Source: an optimization exercise on an open RTL-to-GDS flow (aim: small area and a short achievable clock period). Production flows keep margins and buffers that such runs may drop.
Function was checked by simulation only, so behaviour that the tests miss may differ from the original.
No activity file was given, so power comes from the tool's default toggle rates.

==> flow/run.sh <==
#!/bin/bash
# synth_recipe.tcl (not shown) runs the flow's synth.tcl, then flattens the netlist and writes it again
# the make line also repeats each setting of config.mk as NAME=value (left out here)
make -C /OpenROAD-flow-scripts/flow DESIGN_CONFIG=/design/flow/config.mk WORK_HOME=/design/flow/orfs CLKGATE_MAP_FILE= SYNTH_SCRIPT=/design/flow/synth_recipe.tcl finish
==> flow/config.mk <==
export PLATFORM = sky130hd
export DESIGN_NAME = GameModeEazy
export DESIGN_NICKNAME = GameModeEazy
export VERILOG_FILES = /design/flow/design.v
export SDC_FILE = /design/flow/constraint.sdc
export NUM_CORES = 4
export LEC_CHECK = 0
export CAP_MARGIN = 20
export CORE_MARGIN = 2
export CORE_UTILIZATION = 30
export GPL_ROUTABILITY_DRIVEN = 1
export SLEW_MARGIN = 20
==> flow/constraint.sdc <==
create_clock -name core_clock -period 28.0 [get_ports {clk}]
set_input_delay 5.6000 -clock core_clock [delete_from_list [all_inputs] [get_ports {clk}]]
set_output_delay 5.6000 -clock core_clock [all_outputs]
set_load 0.01 [all_outputs]
==> flow/design.v <==
`timescale 1ns / 1ps
module judge(
	input [63:0]num,
	output [15:0] judge
    );
assign judge[0] = (num[3:0]==4'b0000)?1'b0:1'b1;	
assign judge[1] = (num[7:4]==4'b0000)?1'b0:1'b1;
assign judge[2] = (num[11:8]==4'b0000)?1'b0:1'b1;
assign judge[3] = (num[15:12]==4'b0000)?1'b0:1'b1;
assign judge[4] = (num[19:16]==4'b0000)?1'b0:1'b1;
assign judge[5] = (num[23:20]==4'b0000)?1'b0:1'b1;
assign judge[6] = (num[27:24]==4'b0000)?1'b0:1'b1;
assign judge[7] = (num[31:28]==4'b0000)?1'b0:1'b1;
assign judge[8] = (num[35:32]==4'b0000)?1'b0:1'b1;
assign judge[9] = (num[39:36]==4'b0000)?1'b0:1'b1;
assign judge[10] = (num[43:40]==4'b0000)?1'b0:1'b1;
assign judge[11] = (num[47:44]==4'b0000)?1'b0:1'b1;
assign judge[12] = (num[51:48]==4'b0000)?1'b0:1'b1;
assign judge[13] = (num[55:52]==4'b0000)?1'b0:1'b1;
assign judge[14] = (num[59:56]==4'b0000)?1'b0:1'b1;
assign judge[15] = (num[63:60]==4'b0000)?1'b0:1'b1;
endmodule
module line4(
	input  wire [15:0] in,    
	input  wire        hold,
	output wire [15:0] out,
	output wire        chg
);
	wire [3:0] e0 = in[3:0], e1 = in[7:4], e2 = in[11:8], e3 = in[15:12];
	wire n0 = |e0, n1 = |e1, n2 = |e2, n3 = |e3;
	wire [3:0] x0 = e1 | (e2 & {4{~n1}}) | (e3 & {4{~n1 & ~n2}});
	wire [3:0] x1 = e2 | (e3 & {4{~n2}});
	wire q0 = n0 & (e0 == x0);
	wire q1 = n1 & (e1 == x1);
	wire q2 = n2 & (e2 == e3);
	wire h0 = q0;
	wire t1 = h0;
	wire h1 = q1 & ~t1;
	wire t2 = n1 ? h1 : t1;
	wire h2 = q2 & ~t2;
	wire t3 = n2 ? h2 : t2;
	wire s0 = hold | (n0 & ~(h0 & (&e0)));
	wire s1 = hold | (n1 & ~t1 & ~(h1 & (&e1)));
	wire s2 = hold | (n2 & ~t2 & ~(h2 & (&e2)));
	wire s3 = hold | (n3 & ~t3);
	wire i0 = h0 & ~hold, i1 = h1 & ~hold, i2 = h2 & ~hold;
	wire p00 = s0, p01 = ~s0 & s1, p02 = ~s0 & ~s1 & s2, p03 = ~s0 & ~s1 & ~s2 & s3;
	wire p11 = s0 & s1, p12 = (s0 ^ s1) & s2, p13 = ((s0 ^ s1) ^ s2) & ~(s0 & s1 & s2) & s3;
	wire p22 = s0 & s1 & s2, p23 = ((s0 & s1 & ~s2) | (s0 & ~s1 & s2) | (~s0 & s1 & s2)) & s3;
	wire p33 = s0 & s1 & s2 & s3;
	wire [3:0] v0 = (e0 & {4{p00}}) | (e1 & {4{p01}}) | (e2 & {4{p02}}) | (e3 & {4{p03}});
	wire [3:0] v1 = (e1 & {4{p11}}) | (e2 & {4{p12}}) | (e3 & {4{p13}});
	wire [3:0] v2 = (e2 & {4{p22}}) | (e3 & {4{p23}});
	wire [3:0] v3 = e3 & {4{p33}};
	wire c0 = (p00 & i0) | (p01 & i1) | (p02 & i2);
	wire c1 = (p11 & i1) | (p12 & i2);
	wire c2 = p22 & i2;
	assign out[3:0]   = v0 + {3'b000, c0};
	assign out[7:4]   = v1 + {3'b000, c1};
	assign out[11:8]  = v2 + {3'b000, c2};
	assign out[15:12] = v3;
	wire gap = (~n0 & (n1 | n2 | n3)) | (~n1 & (n2 | n3)) | (~n2 & n3);
	assign chg = gap | h0 | h1 | h2;
endmodule
module GameModeEazy(
input wire clk,
input wire rst,
input wire load,
input wire [63:0] load_board,
input wire [3:0]btn,
input wire [3:0]mode,
output wire [63:0] num,
output wire [15:0] judge
    );
reg [63:0] num_reg;
reg [1:0] count;
assign num = num_reg;
judge m0(.num(num),.judge(judge));
wire move = (mode == 4'b0011) & (|btn);
wire d0 = btn[0] | ~(|btn);
wire d1 = ~btn[0] & btn[1];
wire d2 = ~btn[0] & ~btn[1] & btn[2];
wire d3 = ~btn[0] & ~btn[1] & ~btn[2] & btn[3];
wire [63:0] moved;
wire [3:0] ch;
genvar l, p;
generate
for (l = 0; l < 4; l = l + 1) begin : ln
	wire [15:0] lin, lout;
	for (p = 0; p < 4; p = p + 1) begin : pos
		localparam integer C0 = l + 4*p;
		localparam integer C1 = l + 4*(3-p);
		localparam integer C2 = 4*l + p;
		localparam integer C3 = 4*l + 3 - p;
		assign lin[4*p +: 4] = (num_reg[4*C0 +: 4] & {4{d0}}) | (num_reg[4*C1 +: 4] & {4{d1}}) |
		                       (num_reg[4*C2 +: 4] & {4{d2}}) | (num_reg[4*C3 +: 4] & {4{d3}});
	end
	line4 u(.in(lin), .hold(~move), .out(lout), .chg(ch[l]));
end
endgenerate
genvar i;
generate
for (i = 0; i < 16; i = i + 1) begin : sc
	assign moved[4*i +: 4] = (ln[i%4].lout[4*(i/4) +: 4] & {4{d0}}) |
	                         (ln[i%4].lout[4*(3-i/4) +: 4] & {4{d1}}) |
	                         (ln[i/4].lout[4*(i%4) +: 4] & {4{d2}}) |
	                         (ln[i/4].lout[4*(3-i%4) +: 4] & {4{d3}});
end
endgenerate
wire changed = move & (|ch);
wire [1:0] cnt_n = count + 2'd1;
wire [15:0] em;
generate
for (i = 0; i < 16; i = i + 1) begin : emp
	assign em[i] = ~(|moved[4*i +: 4]);
end
endgenerate
wire big = moved[3] | moved[7] | moved[11] | moved[15] | moved[19] | moved[23] | moved[27] | moved[31] |
           moved[35] | moved[39] | moved[43] | moved[47] | moved[51] | moved[55] | moved[59] | moved[63];
wire f0 = ~(|em[4:0]);
wire f1 = ~(|em[9:5]);
wire f2 = ~(|em[14:10]);
wire f3 = ~em[15];
wire c0 = cnt_n == 2'd0, c1 = cnt_n == 2'd1, c2 = cnt_n == 2'd2, c3 = cnt_n == 2'd3;
wire g0 = changed & (c0 | (c1 & f1 & f2 & f3) | (c2 & f2 & f3) | (c3 & f3));
wire g1 = changed & (c1 | (c2 & f2 & f3 & f0) | (c3 & f3 & f0) | (c0 & f0));
wire g2 = changed & (c2 | (c3 & f3 & f0 & f1) | (c0 & f0 & f1) | (c1 & f1));
wire g3 = changed & (c3 | (c0 & f0 & f1 & f2) | (c1 & f1 & f2) | (c2 & f2));
wire [15:0] sel;
assign sel[0]  = g0 & em[0];
assign sel[1]  = g0 & ~em[0] & em[1];
assign sel[2]  = g0 & ~em[0] & ~em[1] & em[2];
assign sel[3]  = g0 & ~em[0] & ~em[1] & ~em[2] & em[3];
assign sel[4]  = g0 & ~em[0] & ~em[1] & ~em[2] & ~em[3] & em[4];
assign sel[5]  = g1 & em[5];
assign sel[6]  = g1 & ~em[5] & em[6];
assign sel[7]  = g1 & ~em[5] & ~em[6] & em[7];
assign sel[8]  = g1 & ~em[5] & ~em[6] & ~em[7] & em[8];
assign sel[9]  = g1 & ~em[5] & ~em[6] & ~em[7] & ~em[8] & em[9];
assign sel[10] = g2 & em[10];
assign sel[11] = g2 & ~em[10] & em[11];
assign sel[12] = g2 & ~em[10] & ~em[11] & em[12];
assign sel[13] = g2 & ~em[10] & ~em[11] & ~em[12] & em[13];
assign sel[14] = g2 & ~em[10] & ~em[11] & ~em[12] & ~em[13] & em[14];
assign sel[15] = g3 & em[15];
wire [63:0] spawned;
generate
for (i = 0; i < 16; i = i + 1) begin : sp
	assign spawned[4*i +: 4] = moved[4*i +: 4] | {2'b00, sel[i] & big, sel[i] & ~big};
end
endgenerate
always @(posedge clk)
	if (rst) begin
		num_reg <= 64'h1000_0000_0000_0010;
		count <= 2'b00;
	end
	else if (load) begin
		num_reg <= load_board;
	end
	else begin
		if (mode == 4'b0011) count <= cnt_n;
		num_reg <= spawned;
	end
endmodule
==> results_dict.tcl <==
set metrics [dict create \
    status "no timing/DRC/antenna violations" \
    synth.cell_area_sq_mm 0.0127 \
    cp.buffers_inverters 3 \
    crit_arrival_ns 15.90 \
    synthMuxAreaShare 0.0183 \
    vias_per_cell 6.98 \
    synth-xor-area-share 0.0370 \
    fin_crit_sh 0.558 \
    syn_inst 1791 \
    synth.most_common_cell "nand2_1" \
    clock-sinks 66 \
    diodes 0 \
    grt-ovfl-total 0 \
    crit_path_max_incr_delay_ns 1.18 \
    place_inst 2375 \
    yosys.area_share.adder 0.0473 \
    clock_latency_ns 0.37 \
    hold_ws_ns 0.554 \
    hold_class "reg -> reg" \
    hold_buffers 0 \
    synth_ff_type "dfxtp_1" \
    hold_viol_final 0 \
    drive_gt1_frac 0.0761 \
    area_delta_synth_final_pct 16.2 \
    initial_utilization 0.303 \
    dp_hpwl_um 53400 \
    wl_um 69200 \
    stdcell_count 2392 \
    clk_pin_slew_worst_paths_ns 0.06 \
    synth.distinct_cells 118 \
    cts-root-buf "clkbuf_16" \
    die-area_sq_mm 0.0440 \
    endpoint_kind "flip-flop" \
    path_class "in -> reg" \
    num_vias 16700 \
    cts_max_level 3 \
    finalCriticalPeriod_ns 15.62 \
    synth.top_cell.area_share 0.104 \
    drc_errors 0 \
    rsz0062_at_grt "false" \
    final_util 0.352 \
    numCtsBuffers 9 \
    port_buffers 154 \
    grt_pass1_vias 15200 \
    antenna_found_initial 0 \
    cts_setup_buffers 0 \
    yosys.area_share.simple 0.308 \
    fin_nets 1971 \
    grt_use_total 0.300 \
    largest_register_ffs 64 \
    powerDensity_mw_per_mm2 43.9 \
    fin_setup_tns_ns 0 \
    avgSynthCellArea_sq_um 7.09 \
    ioPinCount 155 \
    setup_viol 0 \
    fillers 4474 \
    die_w_um 210 \
    syn_nets 1914 \
    synth-seq-cells 66 \
    drtIter0Drc 2794 \
    synth-compound-area-share 0.417 \
    fp.coreArea_sq_mm 0.0419 \
    yosysWarnings 1 \
    yosysSeqAreaShare 0.104 \
    start_kind "input port" \
    slew_viol_final 0 \
    cts_resized 0 \
    cap_violations 0 \
    grt_max_degree 79 \
    skew_ns 0.0187 \
    yosys.area.top_type "dfxtp_1" \
    grt_pass1_wl_um 100000 \
    synth_common_cells "nand2_1 (197), nor2_1 (159), a21oi_1 (145)" \
    die_y_um 210 \
    antenna_left 0 \
    synth_top_family_by_area "compound AO/OA/AOI/OAI gates" \
    detail_route.wl_per_cell_um 28.9 \
    routabilityCongestion 1.09 \
    async_reset_ff_frac 0 \
    tightest_slew_ns 1.15 \
    slew_headroom 0.235 \
    leakage_nw 5.16 \
    synth_edf_count 0 \
    cts_tree "done" \
    fmax_mhz 64.0 \
    cp_top_family "compound AO/OA/AOI/OAI gates" \
    crit_fanout 40 \
    cts_buffer_depth 2 \
    drt_pass1_iterations 8 \
    synth_area_leaders "dfxtp_1 (10%), nand2_1 (5.8%), a21oi_1 (5.7%)" \
    critPathSlowestCell "clkdlybuf4s50_1" \
    required_ns 28.28 \
    irDropWorstVdd_v 0.0000366 \
    std_cell_rows 75 \
]
==> per-stage QoR <==
step	total power, mW	setup slack [ns]	area (sq um)
after floorplan	0.353	15.63	12700
after global placement	0.489	12.51	14400
after detailed placement	0.489	12.44	14400
after global routing	0.669	11.96	14800
final	0.647	12.38	14800
after CTS	0.630	12.77	14700
==> worst min-delay path: stages, from the launching register on <==
cell	delay, ns
dfxtp_1	0.33
mux2i_1	0.13
nor2_1	0.05
==> kinds of logic (layout without fill, tap and decap cells) <==
kind of cell	Yosys count	in the layout
AOI/OAI and AO/OA	680	680
xor gates and xnor gates	52	52
adders and majority gates	48	48
buffers and inverters	173	235
DFF	66	66
muxes	23	23
and+or+nand+nor	749	749
==> report_power, final <==
part	switching, mW	internal [mW]
Sequential	0.0296	0.101
Combinational	0.243	0.133
Clock	0.0534	0.0874
==> cells in the final DEF, fill, tap and decap left out, types with 19 or more instances in the layout <==
master | Yosys | final
and3_1 | 25 | 25
a22oi_1 | 33 | 33
xnor2_1 | 37 | 37
or4_1 | 20 | 20
a22o_1 | 23 | 23
nor2_1 | 159 | 159
and2_1 | 25 | 25
a221oi_2 | 19 | 19
a221o_1 | 40 | 40
clkdlybuf4s50_1 | 0 | 149
a31oi_1 | 22 | 22
nand4_1 | 29 | 29
nor3_1 | 47 | 47
nand2_1 | 197 | 197
nor4_1 | 32 | 31
a221oi_1 | 30 | 30
o211ai_1 | 22 | 22
nand3b_1 | 31 | 31
dfxtp_1 | 66 | 66
buf_4 | 14 | 23
a21oi_1 | 145 | 145
mux2i_1 | 21 | 21
inv_1 | 39 | 39
o22ai_1 | 33 | 33
nand3_1 | 80 | 80
o21ai_0 | 67 | 67
a211oi_1 | 28 | 28
ha_1 | 48 | 48
==> final timing paths <==
| kind | slack, ns | depth (start not counted) | start | to |
|---|---|---|---|---|
| max | 12.38 | 30 | btn[3] | num_reg[12]$_SDFF_PP0_ |
| min | 0.55 | 2 | count[1]$_SDFFE_PP0P_ | count[1]$_SDFFE_PP0P_ |
| max reg2reg | 19.19 | 27 | num_reg[12]$_SDFF_PP0_ | num_reg[12]$_SDFF_PP0_ |
| min reg2reg | 0.55 | 2 | count[1]$_SDFFE_PP0P_ | count[1]$_SDFFE_PP0P_ |
==> routing by layer <==
layer  vias up  routed length, um  track usage  part of all wire
met4         0               3340        0.135             0.048
met3       214              10000       0.0922              0.14
li1       7251                  -            -                 -
met5         -                  0            0                 0
met1      7920              28200        0.408              0.41
met2      1301              27600        0.432              0.40
==> cell type report <==
class | count | area (sq um) | area share
clock buffer | 10 | 229 | 0.0155
clock inverter | 6 | 115 | 0.00780
inverter | 42 | 158 | 0.0107
multi-input combinational | 1552 | 10500 | 0.715
sequential | 66 | 1320 | 0.0896
tap | 539 | 674 | 0.0457
timing repair buffer | 177 | 1710 | 0.116

==> static timing again, ports no longer ideal <==
The results above use ideal ports. As a check the final layout listed here was re-extracted and re-timed, cells and wires unchanged.
Step 1, drivers: a clkbuf_16 drives clk and a buf_2 each remaining input, both assumed.
Step 2 times the ports against the registers' clock, not the clock port: input delays grow and output delays shrink by t, the midpoint of the rising clock arrivals with the driver on.
Three values: no drivers, after step 1, after step 2; two values: the first two.
shift t [ns]: 0.405
setup WS [ns]: 12.377 / 12.388 / 11.982
slew at the worst register clock pin (ns): 0.08 / 0.08
pins driven straight from the clock port: 1
After both steps this run still meets setup and hold. For this run, drivers alone change the setup slack by +0.011 ns; drivers and shift together by -0.395 ns.
